This design comes from an exercise in tuning for small area on the open sky130 flow, not from production work. Function was checked by simulation only, so behaviour that the tests miss may differ from the original. The flow treats the clock pin as an ideal source. Dropping or thinning the clock tree relies on that and would not hold on a real chip. Power figures rest on the tool's default switching activity, not on a simulated workload.

// fdi_core
module fdi_core
(
  input  wire         clk,
  input  wire         aresetn,
  input  wire [15:0]  tx_cfg_i,
  input  wire         dac_locked_i,
  input  wire         dac_valid_i,
  output wire         tx_flag_o,
  output wire         dac_rst_o,
  output wire [13:0]  dac_dat_a_o,
  output wire [13:0]  dac_dat_b_o,
  input  wire [13:0]  adc_dat_a_i,
  input  wire         adc_valid_i,
  output wire         daq_done_o,
  output wire [15:0]  bram_addr_o,
  output wire [15:0]  bram_wrdata_o,
  output wire         bram_we_o
);
  wire       rst   = ~aresetn;
  wire       srst  = tx_cfg_i[15];
  wire       en    = tx_cfg_i[14];
  wire [2:0] ord   = tx_cfg_i[13:11];
  wire [2:0] rep_i = tx_cfg_i[10:8];
  wire [7:0] sel   = tx_cfg_i[7:0];
  reg       en_last;
  reg       pos;
  reg       busy;
  reg       div_clk;
  reg [7:0] cnt;
  reg [2:0] rep_cnt;
  reg [12:0] p;
  wire match = (cnt == sel);
  always @(posedge clk) begin
    if (rst) begin
      cnt     <= 8'd1;
      div_clk <= 1'b0;
    end else begin
      cnt     <= match ? 8'd1 : cnt + 8'd1;
      div_clk <= match;
    end
  end
  reg tap;
  always @* begin
    case (ord)
      3'd0: tap = p[1];
      3'd1: tap = p[1];
      3'd2: tap = p[2] ^ p[3] ^ p[4];
      3'd3: tap = p[4];
      3'd4: tap = p[3];
      3'd5: tap = p[2];
      3'd6: tap = p[6] ^ p[8] ^ p[11];
      default: tap = p[9] ^ p[10] ^ p[12];
    endcase
  end
  wire fb = ~(p[0] ^ tap);
  wire [7:0] ins = 8'd1 << ord;                
  wire [12:0] p_shift = {1'b0, p[12:1]} | ({13{fb}} & {ins, 5'd0});
  wire zero  = (p == 13'd0);                   
  wire shift = pos & div_clk;
  wire last  = (rep_cnt == rep_i);
  wire wrap  = div_clk & busy & zero;          
  wire term  = wrap & last;                    
  always @(posedge clk) begin
    if (rst) begin
      en_last <= 1'b0;
      pos     <= 1'b0;
    end else begin
      en_last <= en;
  ...
For scale: ~0.0034 mm^2 of cells after synthesis.
export LEC_CHECK = 0
export CAP_MARGIN = 20
export CORE_MARGIN = 2
export CORE_UTILIZATION = 40
export SLEW_MARGIN = 20
create_clock -name core_clock -period 8.0 [get_ports {clk}]
standard.sh (not shown) runs the stock make flow with config.mk's settings and CLKGATE_MAP_FILE= SYNTH_SCRIPT=/design/flow/synth_recipe.tcl, a recipe that flattens the netlist after the stock synthesis.
==> flow/flow/run.sh <==
#!/bin/bash
# Layout flow: the standard synthesis, then an area-oriented re-mapping of
# the combinational logic between the unchanged flip-flops (same instances,
# names and cell type; the smallest of a few ABC scripts is kept), then the
# standard ORFS layout with the ports buffered by the smallest buffer and the
# clock tree rebuilt with fewer buffers (flow/clocktree.tcl).
set -euo pipefail
WORK=$(pwd)
PLAT=$FLOW_HOME/platforms/sky130hd
LIB=$PLAT/lib/sky130_fd_sc_hd__tt_025C_1v80.lib
RES=$WORK/orfs/results/sky130hd/fdi_core/base
YOSYS=$(command -v yosys || echo "$FLOW_HOME/../tools/install/yosys/bin/yosys")

KNOBS=(
  BUFFER_PORTS_ARGS="-buffer_cell sky130_fd_sc_hd__buf_1"
  CTS_ARGS="-sink_clustering_enable -repair_clock_nets -dont_use_dummy_load"
  POST_CTS_TCL="$(pwd)/flow/clocktree.tcl"
  CLK_LEAVES=5
  CLK_LEAF_CELL=sky130_fd_sc_hd__inv_8
  CLK_ROOT_CELL=sky130_fd_sc_hd__inv_4
)

# 1. standard synthesis
bash standard.sh "${KNOBS[@]}" synth > make_synth.log 2>&1
cp "$RES/1_2_yosys.v" "$WORK/std_netlist.v"

# 2. re-map the combinational logic for area
DONT_USE=$(sed -n '/DONT_USE_CELLS += /,/^#/p' "$PLAT/config.mk" | grep -oE 'sky130_fd_sc_hd__[a-z0-9_]+' | sed 's/^/-dont_use /' | tr '\n' ' ')
best=""; best_area=""
for s in "$WORK"/flow/area*.abc; do
  n=$(basename "$s" .abc)
  cat > "$WORK/reopt_$n.ys" <<EOS
read_liberty -ignore_miss_func $LIB
blackbox sky130_fd_sc_hd__dfxtp_1
read_verilog $WORK/std_netlist.v
hierarchy -top $FLOW_TOP
flatten
opt -purge
abc -liberty $LIB $DONT_USE -script $s
read_liberty -lib -ignore_redef $LIB
opt_clean -purge
splitnets
opt_clean -purge
hilomap -singleton -hicell sky130_fd_sc_hd__conb_1 HI -locell sky130_fd_sc_hd__conb_1 LO
insbuf -buf sky130_fd_sc_hd__buf_4 A X
tee -o $WORK/reopt_$n.stat stat -liberty $LIB
check -assert -mapped
write_verilog -nohex -nodec $WORK/reopt_$n.v
EOS
  if "$YOSYS" -s "$WORK/reopt_$n.ys" > "yosys_reopt_$n.log" 2>&1; then
    a=$(grep -oE "Chip area for module .*: [0-9.]+" "$WORK/reopt_$n.stat" | grep -oE "[0-9.]+$")
    echo "$n $a" >> reopt_areas.log
    if [[ -z "$best" ]] || awk "BEGIN{exit !($a < $best_area)}"; then best=$n; best_area=$a; fi
  fi
done
echo "chosen $best $best_area" >> reopt_areas.log

# the flip-flops must be exactly those of the standard synthesis
diff <(grep -E '^\s*sky130_fd_sc_hd__df' "$WORK/std_netlist.v" | sort) \
     <(grep -E '^\s*sky130_fd_sc_hd__df' "$WORK/reopt_$best.v" | sort) > ff_diff.log

cp "$WORK/reopt_$best.v" "$RES/1_2_yosys.v"
rm -f "$RES/1_synth.odb"

# 3. layout
bash standard.sh "${KNOBS[@]}" finish > make_finish.log 2>&1
==> flow/flow/clocktree.tcl <==
# Replace the clock tree that CTS built with a smaller one: the clock port
# drives one root buffer (or the leaf buffers directly), which drives
# CLK_LEAVES leaf buffers, each feeding one cluster of flip-flops (k-means on
# the flip-flop locations).
set nleaf [expr {[info exists ::env(CLK_LEAVES)] ? $::env(CLK_LEAVES) : 4}]
set leaf_cell [expr {[info exists ::env(CLK_LEAF_CELL)] ? $::env(CLK_LEAF_CELL) : "sky130_fd_sc_hd__clkbuf_8"}]
set root_cell [expr {[info exists ::env(CLK_ROOT_CELL)] ? $::env(CLK_ROOT_CELL) : ""}]

set db [ord::get_db]

proc pin_of {inst dir} {
  foreach it [$inst getITerms] {
    if {$dir eq "in" && [$it isInputSignal]} { return $it }
    if {$dir eq "out" && [$it isOutputSignal]} { return $it }
  }
  error "no $dir pin on [$inst getName]"
}
set block [ord::get_db_block]
set clk_net [[$block findBTerm clk] getNet]

# flip-flop clock pins
set sinks {}
foreach inst [$block getInsts] {
  if {[string match "sky130_fd_sc_hd__df*" [[$inst getMaster] getName]]} {
    lappend sinks [$inst findITerm CLK]
  }
}

# remove the CTS buffers and their nets
foreach inst [$block getInsts] {
  set m [[$inst getMaster] getName]
  if {[string match "sky130_fd_sc_hd__clkbuf*" $m] && [string match "clkbuf_*" [$inst getName]]} {
    odb::dbInst_destroy $inst
  }
}
foreach net [$block getNets] {
  if {$net ne $clk_net && [$net getSigType] eq "CLOCK" && [llength [$net getITerms]] == 0} {
    odb::dbNet_destroy $net
  }
}
foreach it $sinks { $it disconnect }

# k-means clusters of the flip-flops
set pts {}
foreach it $sinks {
  set b [[$it getInst] getBBox]
  lappend pts [list [expr {([$b xMin] + [$b xMax]) / 2}] [expr {([$b yMin] + [$b yMax]) / 2}]]
}
set n [llength $pts]
set sorted [lsort -integer -index 0 $pts]
set cent {}
for {set k 0} {$k < $nleaf} {incr k} {
  lappend cent [lindex $sorted [expr {int(($k + 0.5) * $n / $nleaf)}]]
}
for {set iter 0} {$iter < 50} {incr iter} {
  set assign {}
  foreach p $pts {
    set best 0; set bd 1e30
    for {set k 0} {$k < $nleaf} {incr k} {
      set c [lindex $cent $k]
      set d [expr {abs([lindex $p 0] - [lindex $c 0]) + abs([lindex $p 1] - [lindex $c 1])}]
      if {$d < $bd} { set bd $d; set best $k }
    }
    lappend assign $best
  }
  set newc {}
  for {set k 0} {$k < $nleaf} {incr k} {
    set sx 0; set sy 0; set cnt 0
    foreach p $pts a $assign {
      if {$a == $k} { set sx [expr {$sx + [lindex $p 0]}]; set sy [expr {$sy + [lindex $p 1]}]; incr cnt }
    }
    if {$cnt > 0} { lappend newc [list [expr {$sx / $cnt}] [expr {$sy / $cnt}]] } else { lappend newc [lindex $cent $k] }
  }
  set cent $newc
}

# balance: assign each flip-flop to the nearest centre with room left, the
# flip-flops with the most to lose first
set cap [expr {($n + $nleaf - 1) / $nleaf}]
set order {}
set i 0
foreach p $pts {
  set ds {}
  foreach c $cent { lappend ds [expr {abs([lindex $p 0] - [lindex $c 0]) + abs([lindex $p 1] - [lindex $c 1])}] }
  set s [lsort -real $ds]
  lappend order [list $i [expr {[lindex $s 1] - [lindex $s 0]}] $ds]
  incr i
}
set room {}
for {set k 0} {$k < $nleaf} {incr k} { lappend room $cap }
set assign [lrepeat $n 0]
foreach o [lsort -real -decreasing -index 1 $order] {
  set ds [lindex $o 2]
  set best -1; set bd 1e30
  for {set k 0} {$k < $nleaf} {incr k} {
    if {[lindex $room $k] > 0 && [lindex $ds $k] < $bd} { set bd [lindex $ds $k]; set best $k }
  }
  lset assign [lindex $o 0] $best
  lset room $best [expr {[lindex $room $best] - 1}]
}
# centre of each balanced cluster
set newc {}
for {set k 0} {$k < $nleaf} {incr k} {
  set sx 0; set sy 0; set cnt 0
  foreach p $pts a $assign {
    if {$a == $k} { set sx [expr {$sx + [lindex $p 0]}]; set sy [expr {$sy + [lindex $p 1]}]; incr cnt }
  }
  lappend newc [list [expr {$sx / $cnt}] [expr {$sy / $cnt}]]
}
set cent $newc

# build the tree
set drv_net $clk_net
if {$root_cell ne ""} {
  set sx 0; set sy 0
  foreach c $cent { set sx [expr {$sx + [lindex $c 0]}]; set sy [expr {$sy + [lindex $c 1]}] }
  set root [odb::dbInst_create $block [$db findMaster $root_cell] clkroot]
  $root setLocation [expr {int($sx / $nleaf)}] [expr {int($sy / $nleaf)}]
  $root setPlacementStatus PLACED
  [pin_of $root in] connect $clk_net
  set drv_net [odb::dbNet_create $block clknet_root]
  $drv_net setSigType CLOCK
  [pin_of $root out] connect $drv_net
}
for {set k 0} {$k < $nleaf} {incr k} {
  set c [lindex $cent $k]
  set buf [odb::dbInst_create $block [$db findMaster $leaf_cell] clkleaf_$k]
  $buf setLocation [lindex $c 0] [lindex $c 1]
  $buf setPlacementStatus PLACED
  [pin_of $buf in] connect $drv_net
  set net [odb::dbNet_create $block clknet_leaf_$k]
  $net setSigType CLOCK
  [pin_of $buf out] connect $net
  set cnt 0
  foreach it $sinks a $assign {
    if {$a == $k} { $it connect $net; incr cnt }
  }
  puts "clock leaf $k: $cnt flip-flops"
}

detailed_placement
check_placement -verbose
estimate_parasitics -placement
report_clock_skew
report_check_types -max_slew -max_capacitance -violators
Other scripts of this flow, unchanged in this note and not shown: flow/flow/area1.abc, flow/flow/area2.abc, flow/flow/area3.abc
The first run finished clean.
Edit:
--- a/flow/flow/run.sh
+++ b/flow/flow/run.sh
@@ -5,3 +5,4 @@
 # standard ORFS layout with the ports buffered by the smallest buffer and the
-# clock tree rebuilt with fewer buffers (flow/clocktree.tcl).
+# clock tree rebuilt after CTS as two levels of inverters, a root inverter
+# driving one inverter per cluster of flip-flops (flow/clocktree.tcl).
 set -euo pipefail
@@ -17,5 +18,5 @@
   POST_CTS_TCL="$(pwd)/flow/clocktree.tcl"
-  CLK_LEAVES=5
+  CLK_LEAVES=6
   CLK_LEAF_CELL=sky130_fd_sc_hd__inv_8
-  CLK_ROOT_CELL=sky130_fd_sc_hd__inv_4
+  CLK_ROOT_CELL=sky130_fd_sc_hd__inv_6
 )
--- a/flow/flow/clocktree.tcl
+++ b/flow/flow/clocktree.tcl
@@ -1,5 +1,6 @@
 # Replace the clock tree that CTS built with a smaller one: the clock port
-# drives one root buffer (or the leaf buffers directly), which drives
-# CLK_LEAVES leaf buffers, each feeding one cluster of flip-flops (k-means on
-# the flip-flop locations).
+# drives one root cell (CLK_ROOT_CELL; none if empty), which drives
+# CLK_LEAVES leaf cells (CLK_LEAF_CELL), each feeding one cluster of
+# flip-flops (k-means on the flip-flop locations, balanced in size). With
+# inverters for both root and leaves the flip-flops see the clock's polarity.
 set nleaf [expr {[info exists ::env(CLK_LEAVES)] ? $::env(CLK_LEAVES) : 4}]
Outcome:
- wire length barely changes
- power rose by 1.7%
- first-iteration DRC count increases by 25%
- via count came out higher by 0.62%
- final cell count barely changes
Edit:
--- a/flow/flow/run.sh
+++ b/flow/flow/run.sh
@@ -5,4 +5,3 @@
 # standard ORFS layout with the ports buffered by the smallest buffer and the
-# clock tree rebuilt after CTS as two levels of inverters, a root inverter
-# driving one inverter per cluster of flip-flops (flow/clocktree.tcl).
+# clock tree rebuilt with fewer buffers (flow/clocktree.tcl).
 set -euo pipefail
@@ -18,5 +17,5 @@
   POST_CTS_TCL="$(pwd)/flow/clocktree.tcl"
-  CLK_LEAVES=6
-  CLK_LEAF_CELL=sky130_fd_sc_hd__inv_8
-  CLK_ROOT_CELL=sky130_fd_sc_hd__inv_6
+  CLK_LEAVES=5
+  CLK_LEAF_CELL=sky130_fd_sc_hd__clkbuf_8
+  CLK_ROOT_CELL=sky130_fd_sc_hd__clkbuf_8
 )
--- a/flow/flow/clocktree.tcl
+++ b/flow/flow/clocktree.tcl
@@ -1,6 +1,5 @@
 # Replace the clock tree that CTS built with a smaller one: the clock port
-# drives one root cell (CLK_ROOT_CELL; none if empty), which drives
-# CLK_LEAVES leaf cells (CLK_LEAF_CELL), each feeding one cluster of
-# flip-flops (k-means on the flip-flop locations, balanced in size). With
-# inverters for both root and leaves the flip-flops see the clock's polarity.
+# drives one root buffer (or the leaf buffers directly), which drives
+# CLK_LEAVES leaf buffers, each feeding one cluster of flip-flops (k-means on
+# the flip-flop locations).
 set nleaf [expr {[info exists ::env(CLK_LEAVES)] ? $::env(CLK_LEAVES) : 4}]
@@ -10,10 +9,2 @@
 set db [ord::get_db]
-
-proc pin_of {inst dir} {
-  foreach it [$inst getITerms] {
-    if {$dir eq "in" && [$it isInputSignal]} { return $it }
-    if {$dir eq "out" && [$it isOutputSignal]} { return $it }
-  }
-  error "no $dir pin on [$inst getName]"
-}
 set block [ord::get_db_block]
@@ -77,37 +68,2 @@
 
-# balance: assign each flip-flop to the nearest centre with room left, the
-# flip-flops with the most to lose first
-set cap [expr {($n + $nleaf - 1) / $nleaf}]
-set order {}
-set i 0
-foreach p $pts {
-  set ds {}
-  foreach c $cent { lappend ds [expr {abs([lindex $p 0] - [lindex $c 0]) + abs([lindex $p 1] - [lindex $c 1])}] }
-  set s [lsort -real $ds]
-  lappend order [list $i [expr {[lindex $s 1] - [lindex $s 0]}] $ds]
-  incr i
-}
-set room {}
-for {set k 0} {$k < $nleaf} {incr k} { lappend room $cap }
-set assign [lrepeat $n 0]
-foreach o [lsort -real -decreasing -index 1 $order] {
-  set ds [lindex $o 2]
-  set best -1; set bd 1e30
-  for {set k 0} {$k < $nleaf} {incr k} {
-    if {[lindex $room $k] > 0 && [lindex $ds $k] < $bd} { set bd [lindex $ds $k]; set best $k }
-  }
-  lset assign [lindex $o 0] $best
-  lset room $best [expr {[lindex $room $best] - 1}]
-}
-# centre of each balanced cluster
-set newc {}
-for {set k 0} {$k < $nleaf} {incr k} {
-  set sx 0; set sy 0; set cnt 0
-  foreach p $pts a $assign {
-    if {$a == $k} { set sx [expr {$sx + [lindex $p 0]}]; set sy [expr {$sy + [lindex $p 1]}]; incr cnt }
-  }
-  lappend newc [list [expr {$sx / $cnt}] [expr {$sy / $cnt}]]
-}
-set cent $newc
-
 # build the tree
@@ -120,6 +76,6 @@
   $root setPlacementStatus PLACED
-  [pin_of $root in] connect $clk_net
+  [$root findITerm A] connect $clk_net
   set drv_net [odb::dbNet_create $block clknet_root]
   $drv_net setSigType CLOCK
-  [pin_of $root out] connect $drv_net
+  [$root findITerm X] connect $drv_net
 }
@@ -130,6 +86,6 @@
   $buf setPlacementStatus PLACED
-  [pin_of $buf in] connect $drv_net
+  [$buf findITerm A] connect $drv_net
   set net [odb::dbNet_create $block clknet_leaf_$k]
   $net setSigType CLOCK
-  [pin_of $buf out] connect $net
+  [$buf findITerm X] connect $net
   set cnt 0
The changed run completed without violations.
Clock power is about the same.
Wire length came out lower by 0.48%.
Synthesized cell count does not change.
Hold slack degrades by 0.029 ns.
Clock skew rises by 0.012 ns.
Edit:
--- a/flow/flow/run.sh
+++ b/flow/flow/run.sh
@@ -18,4 +18,4 @@
   CLK_LEAVES=5
-  CLK_LEAF_CELL=sky130_fd_sc_hd__clkbuf_8
-  CLK_ROOT_CELL=sky130_fd_sc_hd__clkbuf_8
+  CLK_LEAF_CELL=sky130_fd_sc_hd__inv_8
+  CLK_ROOT_CELL=sky130_fd_sc_hd__inv_4
 )
--- a/flow/flow/clocktree.tcl
+++ b/flow/flow/clocktree.tcl
@@ -9,2 +9,10 @@
 set db [ord::get_db]
+
+proc pin_of {inst dir} {
+  foreach it [$inst getITerms] {
+    if {$dir eq "in" && [$it isInputSignal]} { return $it }
+    if {$dir eq "out" && [$it isOutputSignal]} { return $it }
+  }
+  error "no $dir pin on [$inst getName]"
+}
 set block [ord::get_db_block]
@@ -68,2 +76,37 @@
 
+# balance: assign each flip-flop to the nearest centre with room left, the
+# flip-flops with the most to lose first
+set cap [expr {($n + $nleaf - 1) / $nleaf}]
+set order {}
+set i 0
+foreach p $pts {
+  set ds {}
+  foreach c $cent { lappend ds [expr {abs([lindex $p 0] - [lindex $c 0]) + abs([lindex $p 1] - [lindex $c 1])}] }
+  set s [lsort -real $ds]
+  lappend order [list $i [expr {[lindex $s 1] - [lindex $s 0]}] $ds]
+  incr i
+}
+set room {}
+for {set k 0} {$k < $nleaf} {incr k} { lappend room $cap }
+set assign [lrepeat $n 0]
+foreach o [lsort -real -decreasing -index 1 $order] {
+  set ds [lindex $o 2]
+  set best -1; set bd 1e30
+  for {set k 0} {$k < $nleaf} {incr k} {
+    if {[lindex $room $k] > 0 && [lindex $ds $k] < $bd} { set bd [lindex $ds $k]; set best $k }
+  }
+  lset assign [lindex $o 0] $best
+  lset room $best [expr {[lindex $room $best] - 1}]
+}
+# centre of each balanced cluster
+set newc {}
+for {set k 0} {$k < $nleaf} {incr k} {
+  set sx 0; set sy 0; set cnt 0
+  foreach p $pts a $assign {
+    if {$a == $k} { set sx [expr {$sx + [lindex $p 0]}]; set sy [expr {$sy + [lindex $p 1]}]; incr cnt }
+  }
+  lappend newc [list [expr {$sx / $cnt}] [expr {$sy / $cnt}]]
+}
+set cent $newc
+
 # build the tree
@@ -76,6 +119,6 @@
   $root setPlacementStatus PLACED
-  [$root findITerm A] connect $clk_net
+  [pin_of $root in] connect $clk_net
   set drv_net [odb::dbNet_create $block clknet_root]
   $drv_net setSigType CLOCK
-  [$root findITerm X] connect $drv_net
+  [pin_of $root out] connect $drv_net
 }
@@ -86,6 +129,6 @@
   $buf setPlacementStatus PLACED
-  [$buf findITerm A] connect $drv_net
+  [pin_of $buf in] connect $drv_net
   set net [odb::dbNet_create $block clknet_leaf_$k]
   $net setSigType CLOCK
-  [$buf findITerm X] connect $net
+  [pin_of $buf out] connect $net
   set cnt 0
CAP_MARGIN = 0   (was 20)
SLEW_MARGIN = 0   (was 20)
Clock power came out lower by about 7%.
Maximum frequency falls by 3.8%.
Critical path depth does not change.
Final cell count barely changes.
Power decreases by 2.0%.
Setup slack loses 0.14 ns.
No run of this note takes its clock network from TritonCTS; it comes from the design's own scripts or RTL.

separate check: timing with driven ports:
The flow's constraints put no driver on any port. The routed layouts listed below were extracted and timed again, unchanged, in two steps.
Step 1 assumes that a clkbuf_16 drives the clock port and a buf_2 every other input.
Step 2 also shifts input and output timing later by t, the mid clock arrival at the registers, as if the neighbouring blocks saw the same clock.
Three values: no drivers, after step 1, after step 2; two values: the first two.
run | t, ns | setup WS [ns] | worst register clock-pin slew, ns | worst slew at a driven data input, ns | cell pins on the clock port's net
the first run | 0.271 | 4.233 / 4.247 / 3.977 | 0.11 / 0.11 | 0.05 | 1
the second run | 0.235 | 4.194 / 4.216 / 3.980 | 0.09 / 0.09 | 0.05 | 1
the third run | 0.369 | 4.361 / 4.370 / 4.001 | 0.12 / 0.12 | 0.05 | 1
the fourth run | 0.272 | 4.218 / 4.233 / 3.961 | 0.11 / 0.11 | 0.05 | 1
After both steps every run listed still meets setup and hold. The setup slack of the third run, which loses most, moves by +0.009 ns with the drivers and by -0.360 ns with both steps.
